Source: an optimization exercise on an open RTL-to-GDS flow (aim: small area, a short achievable clock period and few clock cycles per item). Production flows keep margins and buffers that such runs may drop.
No run shown here included a check of the RTL's function; only the layout flow was run.
Power and IR drop assume default switching activity.

==> flow/design.v (outline; a module is shown in full before it is edited, if it fits) <==
// module aes_sbox_n: 161 lines
// module subbytes: 18 lines
// module shiftrows_addkey: 134 lines
// module mixcolumns_addkey: 593 lines
// module g_xor2: 1 lines
// module g_xnor2: 1 lines
// module g_nand2: 1 lines
// module g_nor2: 1 lines
// module g_nand2b: 1 lines
// module g_mux2i: 1 lines
// module g_inv: 1 lines
// module g_nand3: 1 lines
// module g_nand4: 1 lines
// module mux128_n: 135 lines
// module aes_inmux: 272 lines
// module aes_datapath: 12 lines
// module key_expansion: 246 lines
// module key_sbox: 6 lines
// module aes_controller: 14 lines
// module aes_top: 45 lines
module aes_top (
    input          clk,
    input          rst_n,
    input          start,
    input  [127:0] plaintext,
    input  [127:0] cipher_key,
    output [127:0] ciphertext,
    output         done
);
  // ...
==> flow/flow/run.sh <==
#!/bin/bash
# The standard layout (standard.sh) with two changes:
#  - every input and output port gets a buf_1 as its port buffer instead of
#    the default clkdlybuf4s50_1;
#  - no timing repair at floorplan (REMOVE_ABC_BUFFERS=1): its wire-load
#    estimates are pessimistic; timing is repaired after placement instead.
set -euo pipefail
bash standard.sh "BUFFER_PORTS_ARGS=-buffer_cell sky130_fd_sc_hd__buf_1" \
  REMOVE_ABC_BUFFERS=1 finish > layout.log 2>&1
==> flow/standard.sh <==
#!/bin/bash
# synth_recipe.tcl (not shown) runs the flow's synth.tcl, then flattens the netlist and writes it again
# the make line also repeats each setting of config.mk as NAME=value (left out here)
make -C /OpenROAD-flow-scripts/flow DESIGN_CONFIG=/design/flow/config.mk WORK_HOME=/design/flow/orfs CLKGATE_MAP_FILE= SYNTH_SCRIPT=/design/flow/synth_recipe.tcl "${@:-finish}"
==> flow/config.mk <==
export PLATFORM = sky130hd
export DESIGN_NAME = aes_top
export DESIGN_NICKNAME = aes_top
export VERILOG_FILES = /design/flow/design.v
export SDC_FILE = /design/flow/constraint.sdc
export NUM_CORES = 8
export LEC_CHECK = 0
export ABC_AREA = 0
export CAP_MARGIN = 20
export CORE_MARGIN = 2
export CORE_UTILIZATION = 40
export SETUP_SLACK_MARGIN = 0.75
export SLEW_MARGIN = 20
export SYNTH_HIERARCHICAL = 1
export SYNTH_MINIMUM_KEEP_SIZE = 0
==> flow/constraint.sdc <==
create_clock -name core_clock -period 7.0 [get_ports {clk}]
set_input_delay 1.4000 -clock core_clock [delete_from_list [all_inputs] [get_ports {clk}]]
set_output_delay 1.4000 -clock core_clock [all_outputs]
set_load 0.01 [all_outputs]
==> summary.md, run 1 <==
| Metric | Value |
|---|---|
| Tmin final | `5.983 ns` |
| Maximum VDD drop | `0.1452 mV` |
| Clock Skew | `0.03856 ns` |
| HP Start | `rc[4]` |
| Worst Max-Slew Pin Slew | `0.9618 ns` |
| Initial drt markers | `3132` |
| IO Port Bufs | `387` |
| Area Overhead vs Synth | `15.39%` |
| Non-filler instance count after layout | `6395` |
| Setup TNS Final | `0 ns` |
| Outcome | `finished clean` |
| Die H | `311.6 um` |
| Max cap viols | `0` |
| Clock-cell share | `2.947%` |
| HPWL after DPL | `122.4 mm` |
| Io pins | `388` |
| Crit. path cell count | `20` |
| Final hold slack | `0.5706 ns` |
| Most common cell after layout, fill and taps aside | `xor2_1` |
| Crit path max-delay family | `XOR/XNOR gates` |
| Period utilisation layout | `85.47%` |
| CP peak stage delay | `0.90 ns` |
| R2r endpoint | `r_q[66]` |
| # clk buffers | `40` |
| Sequential Area | `5384 sq um` |
| Top Metal Used | `met5` |
| Top Consumer | `the clock network` |
==> module aes_sbox_n, before the edit <==
module aes_sbox_n(
    input [7:0] a,
    output [7:0] y
);
  wire n1, n2, n3, n4, n5, n6, n7, n8, n9, n10, n11, n12, n13, n14, n15, n16;
  wire n17, n18, n19, n20, n21, n22, n23, n24, n25, n26, n27, n28, n29, n30, n31, n32;
  wire n33, n34, n35, n36, n37, n38, n39, n40, n41, n42, n43, n44, n45, n46, n47, n48;
  wire n49, n50, n51, n52, n53, n54, n55, n56, n57, n58, n59, n60, n61, n62, n63, n64;
  wire n65, n66, n67, n68, n69, n70, n71, n72, n73, n74, n75, n76, n77, n78, n79, n80;
  wire n81, n82, n83, n84, n85, n86, n87, n88, n89, n90, n91, n92, n93, n94, n95, n96;
  wire n97, n98, n99, n100, n101, n102, n103, n104, n105, n106, n107, n108, n109, n110, n111, n112;
  wire n113, n114, n115, n116, n117, n118, n119, n120, n121, n122, n123, n124, n125, n126, n127, n128;
  wire n129, n130, n131, n132, n133, n134, n135, n136, n137, n138, n139;
  g_xor2 un1 (.a(a[7]), .b(a[4]), .y(n1));
  g_xor2 un2 (.a(a[7]), .b(a[2]), .y(n2));
  g_xor2 un3 (.a(a[7]), .b(a[1]), .y(n3));
  g_xor2 un4 (.a(a[4]), .b(a[2]), .y(n4));
  g_xor2 un5 (.a(a[3]), .b(a[1]), .y(n5));
  g_xor2 un6 (.a(n1), .b(n5), .y(n6));
  g_xor2 un7 (.a(a[6]), .b(a[5]), .y(n7));
  g_xnor2 un8 (.a(a[0]), .b(n6), .y(n8));
  g_xnor2 un9 (.a(a[0]), .b(n7), .y(n9));
  g_xor2 un10 (.a(n6), .b(n7), .y(n10));
  g_xor2 un11 (.a(a[6]), .b(a[2]), .y(n11));
  g_xor2 un12 (.a(a[5]), .b(a[2]), .y(n12));
  g_xor2 un13 (.a(n3), .b(n4), .y(n13));
  g_xor2 un14 (.a(n6), .b(n11), .y(n14));
  g_xor2 un15 (.a(n5), .b(n11), .y(n15));
  g_xor2 un16 (.a(n5), .b(n12), .y(n16));
  g_xor2 un17 (.a(n9), .b(n16), .y(n17));
  g_xor2 un18 (.a(a[4]), .b(a[0]), .y(n18));
  g_xor2 un19 (.a(n7), .b(n18), .y(n19));
  g_xor2 un20 (.a(n1), .b(n19), .y(n20));
  g_xor2 un21 (.a(a[1]), .b(a[0]), .y(n21));
  g_xor2 un22 (.a(n7), .b(n21), .y(n22));
  g_xor2 un23 (.a(n2), .b(n22), .y(n23));
  g_xor2 un24 (.a(n2), .b(n10), .y(n24));
  g_xor2 un25 (.a(n20), .b(n17), .y(n25));
  g_xor2 un26 (.a(n3), .b(n16), .y(n26));
  g_xor2 un27 (.a(n1), .b(n12), .y(n27));
  g_nand2 un28 (.a(n13), .b(n6), .y(n28));
  g_nand2 un29 (.a(n23), .b(n8), .y(n29));
  g_xnor2 un30 (.a(n14), .b(n28), .y(n30));
  g_nand2b un31 (.a(n19), .b(a[0]), .y(n31));
  g_xor2 un32 (.a(n31), .b(n28), .y(n32));
  g_nand2 un33 (.a(n3), .b(n16), .y(n33));
  g_nand2 un34 (.a(n22), .b(n9), .y(n34));
  g_xnor2 un35 (.a(n26), .b(n33), .y(n35));
  g_nand2 un36 (.a(n20), .b(n17), .y(n36));
  g_xor2 un37 (.a(n36), .b(n33), .y(n37));
  g_nand2 un38 (.a(n1), .b(n15), .y(n38));
  g_nand2 un39 (.a(n4), .b(n27), .y(n39));
  g_xor2 un40 (.a(n39), .b(n38), .y(n40));
  g_nand2 un41 (.a(n2), .b(n10), .y(n41));
  g_xor2 un42 (.a(n41), .b(n38), .y(n42));
  g_xnor2 un43 (.a(n30), .b(n29), .y(n43));
  g_xor2 un44 (.a(n32), .b(n24), .y(n44));
  g_xnor2 un45 (.a(n35), .b(n34), .y(n45));
  g_xor2 un46 (.a(n37), .b(n42), .y(n46));
  g_xor2 un47 (.a(n43), .b(n40), .y(n47));
  g_xor2 un48 (.a(n44), .b(n42), .y(n48));
  g_xor2 un49 (.a(n45), .b(n40), .y(n49));
  g_xor2 un50 (.a(n46), .b(n25), .y(n50));
  g_inv un51 (.a(n47), .y(n51));
  g_inv un52 (.a(n48), .y(n52));
  g_inv un53 (.a(n49), .y(n53));
  g_inv un54 (.a(n50), .y(n54));
  g_nand3 un55 (.a(n52), .b(n53), .c(n54), .y(n55));
  g_nand3 un56 (.a(n52), .b(n49), .c(n50), .y(n56));
  g_nand2 un57 (.a(n51), .b(n50), .y(n57));
  g_nand2 un58 (.a(n51), .b(n52), .y(n58));
  g_nand4 un59 (.a(n55), .b(n56), .c(n57), .d(n58), .y(n59));
  g_nand3 un60 (.a(n52), .b(n49), .c(n54), .y(n60));
  g_nand3 un61 (.a(n47), .b(n53), .c(n50), .y(n61));
  g_nand3 un62 (.a(n47), .b(n48), .c(n53), .y(n62));
  g_nand4 un63 (.a(n60), .b(n61), .c(n58), .d(n62), .y(n63));
  g_nand2 un64 (.a(n53), .b(n54), .y(n64));
  g_nand2 un65 (.a(n48), .b(n53), .y(n65));
  g_nand3 un66 (.a(n51), .b(n52), .c(n54), .y(n66));
  g_nand3 un67 (.a(n47), .b(n48), .c(n54), .y(n67));
  g_nand4 un68 (.a(n64), .b(n65), .c(n66), .d(n67), .y(n68));
  g_nand3 un69 (.a(n51), .b(n49), .c(n50), .y(n69));
  g_nand3 un70 (.a(n47), .b(n52), .c(n54), .y(n70));
  g_nand3 un71 (.a(n51), .b(n48), .c(n49), .y(n71));
  g_nand4 un72 (.a(n64), .b(n69), .c(n70), .d(n71), .y(n72));
  g_nand3 un73 (.a(n52), .b(n53), .c(n50), .y(n73));
  g_nand3 un74 (.a(n51), .b(n49), .c(n54), .y(n74));
  g_nand3 un75 (.a(n51), .b(n48), .c(n54), .y(n75));
  g_nand3 un76 (.a(n47), .b(n52), .c(n53), .y(n76));
  g_nand3 un77 (.a(n73), .b(n74), .c(n61), .y(n77));
  g_nand3 un78 (.a(n75), .b(n71), .c(n76), .y(n78));
  g_nor2 un79 (.a(n77), .b(n78), .y(n79));
  g_nand3 un80 (.a(n48), .b(n53), .c(n54), .y(n80));
  g_nand3 un81 (.a(n51), .b(n52), .c(n50), .y(n81));
  g_nand3 un82 (.a(n56), .b(n80), .c(n69), .y(n82));
  g_nand3 un83 (.a(n81), .b(n67), .c(n62), .y(n83));
  g_nor2 un84 (.a(n82), .b(n83), .y(n84));
  g_nand2 un85 (.a(n51), .b(n54), .y(n85));
  g_nand3 un86 (.a(n47), .b(n48), .c(n49), .y(n86));
  g_nand3 un87 (.a(n85), .b(n58), .c(n86), .y(n87));
  g_nand2 un88 (.a(n52), .b(n53), .y(n88));
  g_nand3 un89 (.a(n47), .b(n49), .c(n50), .y(n89));
  g_nand3 un90 (.a(n64), .b(n88), .c(n89), .y(n90));
  g_nand4 un91 (.a(n56), .b(n74), .c(n67), .d(n76), .y(n91));
  g_nand2b un92 (.a(n6), .b(n90), .y(n92));
  g_nand2b un93 (.a(n8), .b(n72), .y(n93));
  g_nor2 un94 (.a(n68), .b(a[0]), .y(n94));
  g_nand2b un95 (.a(n16), .b(n87), .y(n95));
  g_nand2b un96 (.a(n9), .b(n63), .y(n96));
  g_nand2b un97 (.a(n17), .b(n59), .y(n97));
  g_nand2b un98 (.a(n15), .b(n84), .y(n98));
  g_nand2 un99 (.a(n91), .b(n27), .y(n99));
  g_nand2b un100 (.a(n10), .b(n79), .y(n100));
  g_nand2b un101 (.a(n13), .b(n90), .y(n101));
  g_nand2b un102 (.a(n23), .b(n72), .y(n102));
  g_nand2b un103 (.a(n19), .b(n68), .y(n103));
  g_nand2b un104 (.a(n3), .b(n87), .y(n104));
  g_nand2b un105 (.a(n22), .b(n63), .y(n105));
  g_nand2b un106 (.a(n20), .b(n59), .y(n106));
  g_nand2b un107 (.a(n1), .b(n84), .y(n107));
  g_nand2 un108 (.a(n91), .b(n4), .y(n108));
  g_nand2b un109 (.a(n2), .b(n79), .y(n109));
  g_xor2 un110 (.a(n107), .b(n108), .y(n110));
  g_xor2 un111 (.a(n96), .b(n102), .y(n111));
  g_xnor2 un112 (.a(n92), .b(n94), .y(n112));
  g_xor2 un113 (.a(n93), .b(n101), .y(n113));
  g_xor2 un114 (.a(n100), .b(n104), .y(n114));
  g_xor2 un115 (.a(n95), .b(n107), .y(n115));
  g_xnor2 un116 (.a(n108), .b(n115), .y(n116));
  g_xnor2 un117 (.a(n92), .b(n113), .y(n117));
  g_xor2 un118 (.a(n97), .b(n105), .y(n118));
  g_xor2 un119 (.a(n98), .b(n99), .y(n119));
  g_xnor2 un120 (.a(n99), .b(n114), .y(n120));
  g_xnor2 un121 (.a(n106), .b(n112), .y(n121));
  g_xnor2 un122 (.a(n94), .b(n97), .y(n122));
  g_xnor2 un123 (.a(n96), .b(n110), .y(n123));
  g_xor2 un124 (.a(n98), .b(n107), .y(n124));
  g_xnor2 un125 (.a(n101), .b(n111), .y(n125));
  g_xnor2 un126 (.a(n102), .b(n110), .y(n126));
  g_xnor2 un127 (.a(n103), .b(n111), .y(n127));
  g_xnor2 un128 (.a(n104), .b(n118), .y(n128));
  g_xnor2 un129 (.a(n109), .b(n114), .y(n129));
  g_xor2 un130 (.a(n110), .b(n111), .y(n130));
  g_xor2 un131 (.a(n111), .b(n117), .y(n131));
  g_xor2 un132 (.a(n113), .b(n122), .y(n132));
  g_xor2 un133 (.a(n128), .b(n112), .y(n133));
  g_xor2 un134 (.a(n125), .b(n119), .y(n134));
  g_xor2 un135 (.a(n116), .b(n120), .y(n135));
  g_xor2 un136 (.a(n117), .b(n119), .y(n136));
  g_xor2 un137 (.a(n118), .b(n120), .y(n137));
  g_xor2 un138 (.a(n121), .b(n124), .y(n138));
  g_xor2 un139 (.a(n121), .b(n127), .y(n139));
  g_xor2 un140 (.a(n116), .b(n134), .y(y[7]));
  g_xnor2 un141 (.a(n126), .b(n136), .y(y[6]));
  g_xnor2 un142 (.a(n129), .b(n138), .y(y[5]));
  g_xor2 un143 (.a(n116), .b(n131), .y(y[4]));
  g_xor2 un144 (.a(n130), .b(n132), .y(y[3]));
  g_xor2 un145 (.a(n135), .b(n139), .y(y[2]));
  g_xnor2 un146 (.a(n123), .b(n137), .y(y[1]));
  g_xnor2 un147 (.a(n116), .b(n133), .y(y[0]));
endmodule
==> run 2, diff against run 1 <==
--- a/flow/design.v
+++ b/flow/design.v
@@ -11,51 +11,51 @@
   wire n97, n98, n99, n100, n101, n102, n103, n104, n105, n106, n107, n108, n109, n110, n111, n112;
   wire n113, n114, n115, n116, n117, n118, n119, n120, n121, n122, n123, n124, n125, n126, n127, n128;
   wire n129, n130, n131, n132, n133, n134, n135, n136, n137, n138, n139;
-  g_xor2 un1 (.a(a[7]), .b(a[4]), .y(n1));
-  g_xor2 un2 (.a(a[7]), .b(a[2]), .y(n2));
-  g_xor2 un3 (.a(a[7]), .b(a[1]), .y(n3));
+  g_xnor2 un1 (.a(a[7]), .b(a[4]), .y(n1));
+  g_xnor2 un2 (.a(a[7]), .b(a[2]), .y(n2));
+  g_xnor2 un3 (.a(a[7]), .b(a[1]), .y(n3));
   g_xor2 un4 (.a(a[4]), .b(a[2]), .y(n4));
   g_xor2 un5 (.a(a[3]), .b(a[1]), .y(n5));
   g_xor2 un6 (.a(n1), .b(n5), .y(n6));
   g_xor2 un7 (.a(a[6]), .b(a[5]), .y(n7));
   g_xnor2 un8 (.a(a[0]), .b(n6), .y(n8));
-  g_xnor2 un9 (.a(a[0]), .b(n7), .y(n9));
+  g_xor2 un9 (.a(a[0]), .b(n7), .y(n9));
   g_xor2 un10 (.a(n6), .b(n7), .y(n10));
   g_xor2 un11 (.a(a[6]), .b(a[2]), .y(n11));
   g_xor2 un12 (.a(a[5]), .b(a[2]), .y(n12));
   g_xor2 un13 (.a(n3), .b(n4), .y(n13));
-  g_xor2 un14 (.a(n6), .b(n11), .y(n14));
-  g_xor2 un15 (.a(n5), .b(n11), .y(n15));
-  g_xor2 un16 (.a(n5), .b(n12), .y(n16));
-  g_xor2 un17 (.a(n9), .b(n16), .y(n17));
+  g_xnor2 un14 (.a(n6), .b(n11), .y(n14));
+  g_xnor2 un15 (.a(n5), .b(n11), .y(n15));
+  g_xnor2 un16 (.a(n5), .b(n12), .y(n16));
+  g_xnor2 un17 (.a(n9), .b(n16), .y(n17));
   g_xor2 un18 (.a(a[4]), .b(a[0]), .y(n18));
-  g_xor2 un19 (.a(n7), .b(n18), .y(n19));
-  g_xor2 un20 (.a(n1), .b(n19), .y(n20));
+  g_xnor2 un19 (.a(n7), .b(n18), .y(n19));
+  g_xnor2 un20 (.a(n1), .b(n19), .y(n20));
   g_xor2 un21 (.a(a[1]), .b(a[0]), .y(n21));
-  g_xor2 un22 (.a(n7), .b(n21), .y(n22));
-  g_xor2 un23 (.a(n2), .b(n22), .y(n23));
+  g_xnor2 un22 (.a(n7), .b(n21), .y(n22));
+  g_xnor2 un23 (.a(n2), .b(n22), .y(n23));
   g_xor2 un24 (.a(n2), .b(n10), .y(n24));
   g_xor2 un25 (.a(n20), .b(n17), .y(n25));
   g_xor2 un26 (.a(n3), .b(n16), .y(n26));
-  g_xor2 un27 (.a(n1), .b(n12), .y(n27));
-  g_nand2 un28 (.a(n13), .b(n6), .y(n28));
-  g_nand2 un29 (.a(n23), .b(n8), .y(n29));
-  g_xnor2 un30 (.a(n14), .b(n28), .y(n30));
-  g_nand2b un31 (.a(n19), .b(a[0]), .y(n31));
+  g_xnor2 un27 (.a(n1), .b(n12), .y(n27));
+  g_nor2 un28 (.a(n13), .b(n6), .y(n28));
+  g_nor2 un29 (.a(n23), .b(n8), .y(n29));
+  g_xor2 un30 (.a(n14), .b(n28), .y(n30));
+  g_nor2 un31 (.a(n19), .b(a[0]), .y(n31));
   g_xor2 un32 (.a(n31), .b(n28), .y(n32));
-  g_nand2 un33 (.a(n3), .b(n16), .y(n33));
-  g_nand2 un34 (.a(n22), .b(n9), .y(n34));
-  g_xnor2 un35 (.a(n26), .b(n33), .y(n35));
-  g_nand2 un36 (.a(n20), .b(n17), .y(n36));
+  g_nor2 un33 (.a(n3), .b(n16), .y(n33));
+  g_nor2 un34 (.a(n22), .b(n9), .y(n34));
+  g_xor2 un35 (.a(n26), .b(n33), .y(n35));
+  g_nor2 un36 (.a(n20), .b(n17), .y(n36));
   g_xor2 un37 (.a(n36), .b(n33), .y(n37));
-  g_nand2 un38 (.a(n1), .b(n15), .y(n38));
+  g_nor2 un38 (.a(n1), .b(n15), .y(n38));
   g_nand2 un39 (.a(n4), .b(n27), .y(n39));
-  g_xor2 un40 (.a(n39), .b(n38), .y(n40));
-  g_nand2 un41 (.a(n2), .b(n10), .y(n41));
+  g_xnor2 un40 (.a(n39), .b(n38), .y(n40));
+  g_nor2 un41 (.a(n2), .b(n10), .y(n41));
   g_xor2 un42 (.a(n41), .b(n38), .y(n42));
-  g_xnor2 un43 (.a(n30), .b(n29), .y(n43));
+  g_xor2 un43 (.a(n30), .b(n29), .y(n43));
   g_xor2 un44 (.a(n32), .b(n24), .y(n44));
-  g_xnor2 un45 (.a(n35), .b(n34), .y(n45));
+  g_xor2 un45 (.a(n35), .b(n34), .y(n45));
   g_xor2 un46 (.a(n37), .b(n42), .y(n46));
   g_xor2 un47 (.a(n43), .b(n40), .y(n47));
   g_xor2 un48 (.a(n44), .b(n42), .y(n48));
@@ -102,44 +102,44 @@
   g_nand3 un89 (.a(n47), .b(n49), .c(n50), .y(n89));
   g_nand3 un90 (.a(n64), .b(n88), .c(n89), .y(n90));
   g_nand4 un91 (.a(n56), .b(n74), .c(n67), .d(n76), .y(n91));
-  g_nand2b un92 (.a(n6), .b(n90), .y(n92));
-  g_nand2b un93 (.a(n8), .b(n72), .y(n93));
+  g_nor2 un92 (.a(n90), .b(n6), .y(n92));
+  g_nor2 un93 (.a(n72), .b(n8), .y(n93));
   g_nor2 un94 (.a(n68), .b(a[0]), .y(n94));
-  g_nand2b un95 (.a(n16), .b(n87), .y(n95));
-  g_nand2b un96 (.a(n9), .b(n63), .y(n96));
-  g_nand2b un97 (.a(n17), .b(n59), .y(n97));
-  g_nand2b un98 (.a(n15), .b(n84), .y(n98));
+  g_nor2 un95 (.a(n87), .b(n16), .y(n95));
+  g_nor2 un96 (.a(n63), .b(n9), .y(n96));
+  g_nor2 un97 (.a(n59), .b(n17), .y(n97));
+  g_nor2 un98 (.a(n84), .b(n15), .y(n98));
   g_nand2 un99 (.a(n91), .b(n27), .y(n99));
-  g_nand2b un100 (.a(n10), .b(n79), .y(n100));
-  g_nand2b un101 (.a(n13), .b(n90), .y(n101));
-  g_nand2b un102 (.a(n23), .b(n72), .y(n102));
-  g_nand2b un103 (.a(n19), .b(n68), .y(n103));
-  g_nand2b un104 (.a(n3), .b(n87), .y(n104));
-  g_nand2b un105 (.a(n22), .b(n63), .y(n105));
-  g_nand2b un106 (.a(n20), .b(n59), .y(n106));
-  g_nand2b un107 (.a(n1), .b(n84), .y(n107));
+  g_nor2 un100 (.a(n79), .b(n10), .y(n100));
+  g_nor2 un101 (.a(n90), .b(n13), .y(n101));
+  g_nor2 un102 (.a(n72), .b(n23), .y(n102));
+  g_nor2 un103 (.a(n68), .b(n19), .y(n103));
+  g_nor2 un104 (.a(n87), .b(n3), .y(n104));
+  g_nor2 un105 (.a(n63), .b(n22), .y(n105));
+  g_nor2 un106 (.a(n59), .b(n20), .y(n106));
+  g_nor2 un107 (.a(n84), .b(n1), .y(n107));
   g_nand2 un108 (.a(n91), .b(n4), .y(n108));
-  g_nand2b un109 (.a(n2), .b(n79), .y(n109));
-  g_xor2 un110 (.a(n107), .b(n108), .y(n110));
+  g_nor2 un109 (.a(n79), .b(n2), .y(n109));
+  g_xnor2 un110 (.a(n107), .b(n108), .y(n110));
   g_xor2 un111 (.a(n96), .b(n102), .y(n111));
-  g_xnor2 un112 (.a(n92), .b(n94), .y(n112));
+  g_xor2 un112 (.a(n92), .b(n94), .y(n112));
   g_xor2 un113 (.a(n93), .b(n101), .y(n113));
   g_xor2 un114 (.a(n100), .b(n104), .y(n114));
   g_xor2 un115 (.a(n95), .b(n107), .y(n115));
   g_xnor2 un116 (.a(n108), .b(n115), .y(n116));
-  g_xnor2 un117 (.a(n92), .b(n113), .y(n117));
+  g_xor2 un117 (.a(n92), .b(n113), .y(n117));
   g_xor2 un118 (.a(n97), .b(n105), .y(n118));
-  g_xor2 un119 (.a(n98), .b(n99), .y(n119));
+  g_xnor2 un119 (.a(n98), .b(n99), .y(n119));
   g_xnor2 un120 (.a(n99), .b(n114), .y(n120));
-  g_xnor2 un121 (.a(n106), .b(n112), .y(n121));
-  g_xnor2 un122 (.a(n94), .b(n97), .y(n122));
-  g_xnor2 un123 (.a(n96), .b(n110), .y(n123));
+  g_xor2 un121 (.a(n106), .b(n112), .y(n121));
+  g_xor2 un122 (.a(n94), .b(n97), .y(n122));
+  g_xor2 un123 (.a(n96), .b(n110), .y(n123));
   g_xor2 un124 (.a(n98), .b(n107), .y(n124));
-  g_xnor2 un125 (.a(n101), .b(n111), .y(n125));
-  g_xnor2 un126 (.a(n102), .b(n110), .y(n126));
-  g_xnor2 un127 (.a(n103), .b(n111), .y(n127));
-  g_xnor2 un128 (.a(n104), .b(n118), .y(n128));
-  g_xnor2 un129 (.a(n109), .b(n114), .y(n129));
+  g_xor2 un125 (.a(n101), .b(n111), .y(n125));
+  g_xor2 un126 (.a(n102), .b(n110), .y(n126));
+  g_xor2 un127 (.a(n103), .b(n111), .y(n127));
+  g_xor2 un128 (.a(n104), .b(n118), .y(n128));
+  g_xor2 un129 (.a(n109), .b(n114), .y(n129));
   g_xor2 un130 (.a(n110), .b(n111), .y(n130));
   g_xor2 un131 (.a(n111), .b(n117), .y(n131));
   g_xor2 un132 (.a(n113), .b(n122), .y(n132));
--- a/flow/config.mk
+++ b/flow/config.mk
@@ -9,7 +9,7 @@
 export CAP_MARGIN = 20
 export CORE_MARGIN = 2
 export CORE_UTILIZATION = 40
-export SETUP_SLACK_MARGIN = 0.75
+export SETUP_SLACK_MARGIN = 1.25
 export SLEW_MARGIN = 20
 export SYNTH_HIERARCHICAL = 1
 export SYNTH_MINIMUM_KEEP_SIZE = 0
==> run 2 against run 1 <==
Clock power shrank 4%; maximum frequency rose by 5.1%; synthesized cell count unchanged; routed wire length rose by 0.47%; power is 2.3% lower.
==> summary.md, run 2 <==
| Metric | Value |
|---|---|
| Outcome | `finished clean` |
| GRT Max-Usage Layer | `met2` |
| Hold Buf Count CTS | `0` |
| Pleak | `19.33 nW` |
| Endpoint class of the critical path | `register` |
| Area leader, netlist | `xor2_1` |
| Post-Route WL | `143.0 mm` |
| Final Hold Viols | `0` |
| Period utilisation layout | `81.34% (-4.1 points)` |
| Tmin final | `5.694 ns (-0.2896 ns)` |
| Post-synth cell types | `20` |
| Async SR Flop Fraction | `3.759%` |
| Post-Synthesis Cells | `4529` |
| Worst hold path type | `register to register` |
| Pin count of the biggest net entering global routing | `42` |
| Die H | `308.4 um (-1.0%)` |
| Worst path slowest cell | `mux2i_1` |
| Total number of vias | `33340` |
| PD cells | `82.19 nW/um^2` |
| Startpoint types | `input port` |
| Number of synthesized flops with an enable pin | `0` |
| CTS tree | `done` |
| GR Layer Usage met3 | `4.219%` |
| Switching component of the power | `944.0 uW` |
| IO Port Bufs | `387 (unchanged)` |
| Post-synthesis sequential area ratio | `14.51%` |
| Syn Area/Cell | `8.182 sq um` |
| Maximum VDD drop | `0.1265 mV (-13%)` |
| CP required | `7.50 ns` |
| Multi-input gate area | `32910 sq um` |
| Max cap viols | `0 (unchanged)` |
| CP Class | `input port to register` |
| Fill count | `9062` |
| Initial drt markers | `3537 (+13%)` |
| Area of the core | `91800 sq um` |
| Area Overhead vs Synth | `19.85%` |
| Area after DPL | `41340 sq um` |
| Commonest non-fill, non-tap cells in the layout | `1987 x xor2_1, 517 x nor2_1, 513 x xnor2_1, 480 x nand3_1, 387 x buf_1` |
| Synth top area cells | `xor2_1 49%, dfxtp_1 14%, xnor2_1 13%` |
| DRC | `0` |
| Initial Util | `40.37%` |
| Synth cell count leaders | `2084 x xor2_1, 547 x xnor2_1, 520 x nor2_1` |
| Worst r2r src | `idle` |
| Peak Freq | `0.1756 GHz` |
| Unrepaired setup endpoints after global routing | `true` |
| CTS Root Cell | `clkbuf_16` |
| Clk latency of the worst-skew pair | `0.56 ns` |
| Io pins | `388 (unchanged)` |
| Number of global-route vias before repair | `31340` |
| Die Wd | `308.4 um` |
| Worst-path clk slew | `0.07 ns` |
| HP Start | `rc[6]` |
| Synthesized area | `37060 sq um` |
| YS warnings | `7` |
| Power after layout | `3.650 mW` |
| Switching share of power | `25.86%` |
| Global Route met2 Usage | `45.36%` |
| Num CTS Buffers | `36` |
| Worst Max-Slew Pin Slew | `1.052 ns (+0.09026 ns)` |
| Sequential Area | `5398 sq um (+0.26%)` |
| Fin area | `44410 sq um` |
| Routed wire per std cell | `22.28 um` |
| Share of cells above drive strength 1 | `9.033%` |
| Nets@finish | `5404` |
| Largest registers | `k_q (128), r_q (128), rc (8)` |
| WP data arrival | `6.19 ns` |
| Internal | `2.706 mW` |
| CP Max Fanout | `9` |
| Clock Skew | `0.02302 ns (-0.01554 ns)` |
| Setup ws final | `1.306 ns` |
| HPWL after DPL | `119.9 mm (-2.1%)` |
| Clock power frac | `52.8%` |
| Slew HR | `29.62%` |
| Critical path, cell by cell | `buf_1, xor2_1, mux2i_1, xor2_1, xnor2_1, xor2_1, xor2_1, xor2_1, xor2_2, inv_1, nand3_1, nand3_1, nor2_1, nor2_1, xor2_1, xnor2_2, xor2_1, xnor2_1, buf_4` |
| Pre-CTS setup slack | `0.3768 ns` |
| Slew Limit Fails | `0` |
| Top_reg_cell synth | `dfxtp_1` |
| Final-report setup violation count | `0` |
| Remaining Overflow, GRT | `0` |
| GR Util All Layers | `28.63%` |
| Comb pwr share | `5.7%` |
| Clock sinks | `266` |
| Vias/cell | `5.194` |
| Worst Setup SP | `cipher_key[69]` |
| Count leader, synth | `xor2_1` |
| Clock Path Buffers | `3` |
| First-pass GRT wire length | `202.1 mm` |
| Top cell type's share of synthesized area | `49.25%` |
| #FFs+latches synth | `266` |
| Most used cell along the critical path | `xor2_1` |
| Detailed Routing Iterations Pass 1 | `8` |
| Final ANT Viol Nets | `0` |
| Most common cell after layout, fill and taps aside | `xor2_1` |
| Grt met1 use | `38.90%` |
| # H-tree levels | `2` |
| Die area | `95100 sq um` |
| Row count | `111` |
| Reg power frac | `41.5%` |
| CP peak stage delay | `0.53 ns (-0.37 ns)` |
| Initial antenna violation count | `5` |
| Placer Congestion | `1.004` |
[run 2: cell types whose count changed after synthesis]
cell and change:
nand2b_1 -320, nor2_1 +460, nand2_1 -140
[run 2: through the flow]
step	std cells	utilization [%]	TNS, ns	hold WS [ns]
final	6418	48.38	0	0.5965
after floorplan	4527	-	-646.01	0.5463
after global placement	6323	45.03	0	0.5808
after CTS	6390	46.80	0	0.6005
after global routing	6416	48.37	0	0.6186
after detailed placement	6323	45.03	0	0.5877
[run 2: cell families (layout without fill, tap and decap cells)]
| kind of cell | Yosys count | count (layout) | share of synthesized area, % |
|---|---|---|---|
| buffers and inverters | 83 | 724 | 0.8609 |
| AOI/OAI and AO/OA | 1 | 1 | 0.02027 |
| other | 0 | 5 | 0 |
| muxes | 256 | 256 | 6.915 |
| xor gates and xnor gates | 2631 | 2631 | 62.18 |
| DFF | 266 | 266 | 14.51 |
| and+or+nand+nor | 1292 | 1292 | 15.51 |
[run 2: final cells by class]
cell class	count	share of cell area [%]
clock inverter	19	0.4592
antenna	5	0.02817
multi-input combinational	4180	74.10
tap	1243	3.502
timing repair buffer	580	6.846
clock buffer	44	2.231
inverter	81	0.6846
sequential	266	12.15
[run 2: repair_timing]
| item | 4_1_cts | 5_1_grt |
|---|---|---|
| pin swaps | 0 | 13 |
| setup endpoints to repair | 140 | 236 |
| cloned | 1 | 1 |
| buffers inserted | 3 | 22 |
| hold endpoints to repair | 0 | 0 |
| resized for setup | 56 | 197 |
[run 2: per-module statistics from Yosys, one instance, submodules excluded, a selection]
module,area (sq um),flip-flops and latches,copies in the design,cells
aes_controller,145.1,0,1,19
aes_top,5378,266,1,266
g_inv,3.754,0,80,1
g_mux2i,10.01,0,256,1
g_nand2,3.754,0,180,1
g_nand3,5.005,0,480,1
g_nand4,6.256,0,100,1
g_nor2,3.754,0,520,1
g_xnor2,8.758,0,544,1
g_xor2,8.758,0,2084,1
[run 2: metal layers]
metal / up-vias / wire length, um
li1: 15780 / -
met1: 15740 / 61660
met2: 1528 / 63070
met3: 293 / 11360
met4: 4 / 6901
met5: - / 20
[run 2: critical path: cells and delay by family]
family | cells | cell delay (ns)
AND/OR/NAND/NOR | 4 | 0.60
buffers and inverters | 3 | 0.71
XOR/XNOR | 11 | 2.94
multiplexers | 1 | 0.53
[run 2: power by group through the flow]
stage | logic [mW] | registers (mW) | clock network (mW)
after floorplan | 0.0496 | 1.55 | 0
after global placement | 0.195 | 1.55 | 0
after detailed placement | 0.192 | 1.55 | 0
after CTS | 0.196 | 1.51 | 1.94
after global routing | 0.214 | 1.51 | 1.99
final | 0.210 | 1.51 | 1.93
[run 2: worst paths after layout]
| path | slack, ns | end | cells after the start |
|---|---|---|---|
| max in group asynchronous | 5.84 | idle | 1 |
| min in group asynchronous | 0.79 | rc[5] | 1 |
| worst min-delay path | 0.60 | rc[7] | 1 |
| worst max-delay path | 1.31 | r_q[65] | 19 |
| worst max register to register | 1.32 | r_q[65] | 18 |
| worst min register to register | 0.60 | rc[7] | 1 |

## static timing again, ports no longer ideal
Ports are ideal in the flow. The routed layouts listed here were re-timed in OpenROAD.
Step 1 assumes that a clkbuf_16 drives the clock port and a buf_2 every other input.
Step 2 moves the port delays by t, midway between the first and last clock arrival at a register: inputs arrive t later, outputs are due t later. That takes back most of the time a late clock gives input paths.
a / b / c = no drivers / after step 1 / after step 2; a / b = the first two.
run	shift t [ns]	setup slack, ns	worst setup path after step 2	latest minus earliest clock arrival (ns)	worst slew at a driven data input, ns
run 1	0.629	1.017 / 1.017 / 0.661	input to register	0.038 / 0.039	0.12
run 2	0.617	1.306 / 1.317 / 0.727	input to register	0.026 / 0.026	0.15
After both steps setup and hold are still met in every run listed. For run 2, which loses most, drivers alone change the setup slack by +0.011 ns; drivers and shift together by -0.579 ns.
